This design comes from an exercise in tuning for small area, a short achievable clock period and few clock cycles per item on the open sky130 flow, not from production work. For this run, only the layout was checked, not whether the RTL still works. No activity file was given, so power comes from the tool's default toggle rates.

==> design.v <==
module suma_fp(input clk, input rst, input start, input [31:0] A, B, output [31:0] Y, output done);
wire        sA = A[31], sB = B[31];
wire [7:0]  eA = A[30:23], eB = B[30:23];
wire [23:0] mA = {1'b1, A[22:0]}, mB = {1'b1, B[22:0]};
wire [8:0]  de    = {1'b0, eA} - {1'b0, eB};
wire        e_lt  = de[8];                    
wire [7:0]  d     = de[7:0] ^ {8{e_lt}};
wire [23:0] Xm    = e_lt ? mB : mA;           
wire [23:0] Zm    = e_lt ? {1'b0, mA[23:1]} : mB;    
wire [7:0]  ex    = e_lt ? eB : eA;
wire        xs    = e_lt ? sB : sA;
wire        zs    = e_lt ? sA : sB;
wire        big   = |d[7:5];
wire        far   = big | (d[4] & d[3]) | (e_lt & d[4] & d[2] & d[1] & d[0]);
wire [23:0] Zs    = big ? 24'd0 : (Zm >> d[4:0]);
wire        sub   = sA ^ sB;
wire        q     = sub & zs & far;
wire [23:0] S;
wire        cout, inv, neg;
fpa_add u_add(.xf(Xm[22:0]), .zs(Zs), .sub(sub), .q(q), .xsg(xs), .zsg(zs), .S(S), .cout(cout), .inv(inv), .neg(neg));
reg [24:0] r_q;       
reg        inv_q;     
reg [7:0]  e1_q;      
reg        neg_q;
reg        done_q;
always @(posedge clk) begin
  r_q    <= {~sub & cout, S};
  inv_q  <= inv;
  e1_q   <= ex + 8'd1;
  neg_q  <= neg;
  done_q <= start & ~rst;
end
wire [24:0] rm = {r_q[24], r_q[23:0] ^ {24{inv_q}}};
reg [4:0] lz;
integer i;
always @* begin
  lz = 5'd25;
  for (i = 0; i < 25; i = i + 1)
    if (rm[i]) lz = 5'd24 - i[4:0];
end
wire [24:0] nrm  = rm << lz;
wire        zero = ~|rm;
wire [7:0]  eo   = e1_q - {3'd0, lz};
assign Y    = {neg_q & ~zero, eo & {8{~zero}}, nrm[23:1]};
assign done = done_q;
endmodule
module fpa_add(input [22:0] xf, input [23:0] zs, input sub, q, xsg, zsg,
               output [23:0] S, output cout, inv, neg);
wire [23:0] opa = {1'b1, xf};
wire [23:0] opb = zs ^ {24{sub}};
wire [23:0] p0  = opa ^ opb;
wire [23:0] G [0:5];
wire [23:0] P [0:5];
assign G[0] = opa & opb;
assign P[0] = p0;
genvar l, k;
generate
  for (l = 0; l < 5; l = l + 1) begin : lv
    for (k = 0; k < 24; k = k + 1) begin : bt
      if ((k >> l) & 1) begin : cmb
        localparam integer J = ((k >> l) << l) - 1;
        assign G[l+1][k] = G[l][k] | (P[l][k] & G[l][J]);
        assign P[l+1][k] = P[l][k] & P[l][J];
      end else begin : pas
        assign G[l+1][k] = G[l][k];
        assign P[l+1][k] = P[l][k];
      end
    end
  end
endgenerate
assign      cout = G[5][23];
wire        eac  = sub & ~q & cout;
wire [23:0] cy   = {G[5][22:0] | (P[5][22:0] & {23{eac}}), eac};
assign      S    = p0 ^ cy;
assign      inv  = sub & (q | ~cout);
assign      neg  = sub ? (q | (cout ? xsg : zsg)) : xsg;
endmodule
==> flow/run.sh <==
#!/bin/bash
set -e
export BUFFER_PORTS_ARGS="-buffer_cell sky130_fd_sc_hd__buf_1"
export SETUP_SLACK_MARGIN=10.5
bash standard.sh > standard.log 2>&1
==> standard.sh <==
#!/bin/bash
# synth_recipe.tcl (not shown) runs the flow's synth.tcl, then flattens the netlist and writes it again
# the make line also repeats each setting of config.mk as NAME=value (left out here)
make -C /OpenROAD-flow-scripts/flow DESIGN_CONFIG=/design/flow/config.mk WORK_HOME=/design/flow/orfs CLKGATE_MAP_FILE= SYNTH_SCRIPT=/design/flow/synth_recipe.tcl "${@:-finish}"
==> config.mk <==
export PLATFORM = sky130hd
export DESIGN_NAME = suma_fp
export DESIGN_NICKNAME = suma_fp
export VERILOG_FILES = /design/flow/design.v
export SDC_FILE = /design/flow/constraint.sdc
export NUM_CORES = 4
export LEC_CHECK = 0
export ABC_AREA = 1
export CAP_MARGIN = 20
export CORE_MARGIN = 2
export CORE_UTILIZATION = 65
export CTS_BUF_LIST = sky130_fd_sc_hd__clkbuf_4
export PLACE_DENSITY = 0.8
export SLEW_MARGIN = 20
export SYNTH_HIERARCHICAL = 1
==> constraint.sdc <==
create_clock -name core_clock -period 20.0 [get_ports {clk}]
set_input_delay 4.0000 -clock core_clock [delete_from_list [all_inputs] [get_ports {clk}]]
set_output_delay 4.0000 -clock core_clock [all_outputs]
set_load 0.01 [all_outputs]
==> reports/metrics.csv <==
stage,metric,value,unit
route,post_drt_wl_per_cell,12.6,um
yosys,synth.cell_area,7020,um^2
die,start_util,67.4,%
final_layout,layout_commonest_cell,nand2_1,
yosys,synthSimpleGateAreaFrac,43.6,%
global_routing,grtUsageTotal,32.1,%
yosys,syn_nets,1352,
global_routing,antenna_found_initial,0,
yosys,ys_types,52,
power_and_ir_drop,total_power,1150,uW
yosys,synth_top_family_by_area,simple AND/OR/NAND/NOR gates,
yosys,synth_xor_area_share,8.83,%
final_layout,most-common-layout-cells,"nand2_1 (347), nand3_1 (153), inv_1 (149)",
final_layout,drive_gt1_share,7.96,%
clocking,root_buffer,clkbuf_4,
setup_path,start_kind,input pin,
power_and_ir_drop,cellPowerDensity,155,nW/um^2
sta,fin_ws,11090,ps
sta,fin_crit_sh,44.6,%
placement,preCtsSetupSlack,10380,ps
clocking,holdBufCountCts,0,
route,vias_per_cell,5.52,
sta,fin_crit,8910,ps
final_layout,nNetsFinal,1415,
placement,place_congestion,1.01,
yosys,synthAdderAreaFrac,7.70,%
yosys,syn_inst,1243,
worst_hold_path,hold_path_class,in2reg,
route,final_antenna_net_count,0,
sta,finalSetupViolCount,0,
yosys,synth_top_flop_cell,dfxtp_1,
yosys,synthMuxAreaShare,0.143,%
placement,io_buffers,99,
die,die_h,108,um
clocking,h-tree-depth,2,
route,drcViolationCount,0,
die,rows,37,
yosys,syn_avg_cell_area,5.65,um^2
clocking,cts.path.max_buffers,2,
clocking,cts_buffers,5,
setup_path,crit_fanout,63,
final_layout,multi_input_area,5420,um^2
die,dieArea,11600,um^2
setup_path,path_class,in2reg,
setup_path,crit_top_cell,nand2_1,
sta,fmax,0.112,GHz
global_routing,grt_pass1_wl,30900,um
sta,finalSetupTns,0,ps
setup_path,cpPeakStageDelay,450,ps
global_routing,grt_max_degree,64,
final_layout,ff_latch_area,721,um^2
clocking,cts_num_sinks,36,
setup_path,cp-end-kind,flip-flop,
die,fp.dieW,108,um
yosys,synthArstFlopShare,0,%
setup_path,cp_data_arrival_time,9170,ps
clocking,cts_tree,yes,
global_routing,grt_pass1_vias,6978,
final_layout,post-route-util,71.4,%
power_and_ir_drop,peakVddDrop,147,uV
yosys,ys.warnings.count,8,
run,maxCapViolCount,0,
final_layout,fill_cells,1039,
die,core,10400,um^2
final_layout,syn_to_final_growth,5.94,%
route,wl,18200,um
final_layout,antenna-diode-count,0,
sta,rsz0062_at_grt,no,
clocking,cts.repair.resized,0,
sta,hold_violations,0,
clocking,postCtsSetupBuffers,0,
clocking,clkSlewWorstSetupHoldPaths,110,ps
yosys,synth-compound-area-share,16.3,%
route,drtIter0Drc,692,
sta,relSlewSlack,28.9,%
route,drt_first_pass_iters,8,
placement,dp_hpwl,14700,um
sta,slew_viol_final,0,
yosys,ys_ff_latch,36,
setup_path,crit_slowest_cell,a211oi_1,
setup_path,cp.required,20260,ps
yosys,synth_edf_count,0,
global_routing,overflow,0,
yosys,ys_seq_area_share,10.3,%
sta,tightest_slew,1070,ps
status,status,timing/DRC/antenna clean,
die,io_pins,100,
route,vias,7961,
power_and_ir_drop,p_leak,0.00378,uW
==> where the power goes <==
group | switching [uW] | internal [uW] | total, uW
logic | 660 | 334 | 994
registers | 16.7 | 103 | 120
clock network | 25.6 | 13.2 | 38.9
==> through the flow <==
step / cell area, um^2 / instances / hold slack [ps]
finish: 7430 / 1443 / 3780
global route: 7430 / 1443 / 3760
CTS: 7400 / 1442 / 3760
detailed placement: 7350 / 1434 / 4150
global placement: 7350 / 1434 / 4150
floorplan: 7020 / 1243 / 4070
==> flip-flops by register name, indices dropped and copies added (netlist names) <==
signal,flops
done_q,1
e1_q,8
inv_q,1
neg_q,1
r_q,25
==> cells in the mapped netlist, types with 10 or more instances <==
library cell	n	share of area, %
dfxtp_1	36	10
nand3_1	153	11
o21ai_1	10	0.71
nand3_2	16	2.3
ha_1	40	7.1
nor2_2	12	1.1
nand2_2	15	1.3
nand2_1	348	19
o21ai_0	119	8.5
nor2_1	97	5.2
a21oi_1	42	3.0
xor2_1	38	4.7
clkbuf_1	33	1.8
inv_1	150	8.0
xnor2_1	16	2.0
==> cell families after synthesis <==
group	after synthesis
AND/OR/NAND/NOR	677
buffers and inverters	216
AO/OA/AOI/OAI	208
XOR/XNOR	63
adder cells (fa/ha/maj)	42
flip-flops	36
multiplexers	1
==> modules after synthesis, one instance, submodules excluded <==
module	cell area, um^2	flops+latches	cells	times used
fpa_add	2000	0	347	1
suma_fp	5020	36	896	1
==> area by class of cell <==
class / count / share of cell area, %
clock buffer: 5 / 0.505
clock inverter: 3 / 0.252
inverter: 163 / 8.30
multi-input combinational: 991 / 72.9
sequential: 36 / 9.69
tap: 136 / 2.29
timing repair buffer: 108 / 6.04
timing repair inverter: 1 / 0.0673
==> path summary, 6_finish.rpt <==
check,from,endpoint,slack [ps],cells after the start
worst min-delay path,rst,done_q,3780,2
worst max-delay path,A[23],r_q[20],11090,29
==> critical path: cells and delay by family <==
kind	cells	cell delay, ps
fa+ha+maj	3	940
xor+xnor	1	120
buf+inv	6	930
simple gates	13	1630
compound gates	6	1490
==> per-layer routing <==
| metal | global-route usage (%) | wire [um] |
|---|---|---|
| met1 | 43.2 | 8220 |
| met2 | 55.6 | 8440 |
| met3 | 3.93 | 1310 |
| met4 | 5.95 | 235 |
| met5 | 0 | 0 |

-- what the ideal ports hide --
The results above use ideal ports. As a check the final layout listed here was re-extracted and re-timed, cells and wires unchanged.
Step 1 assumes that a clkbuf_16 drives the clock port and a buf_2 every other input.
Step 2 moves the port delays by t, midway between the first and last clock arrival at a register: inputs arrive t later, outputs are due t later. That takes back most of the time a late clock gives input paths.
a / b / c = no drivers / after step 1 / after step 2; a / b = the first two.
shift t [ns]: 0.386
setup slack, ns: 11.089 / 11.096 / 10.711
worst hold slack (ns): 3.777 / 3.769 / 4.154
After both steps setup and hold are still met in this run. For this run, drivers alone change the setup slack by +0.007 ns; drivers and shift together by -0.378 ns.
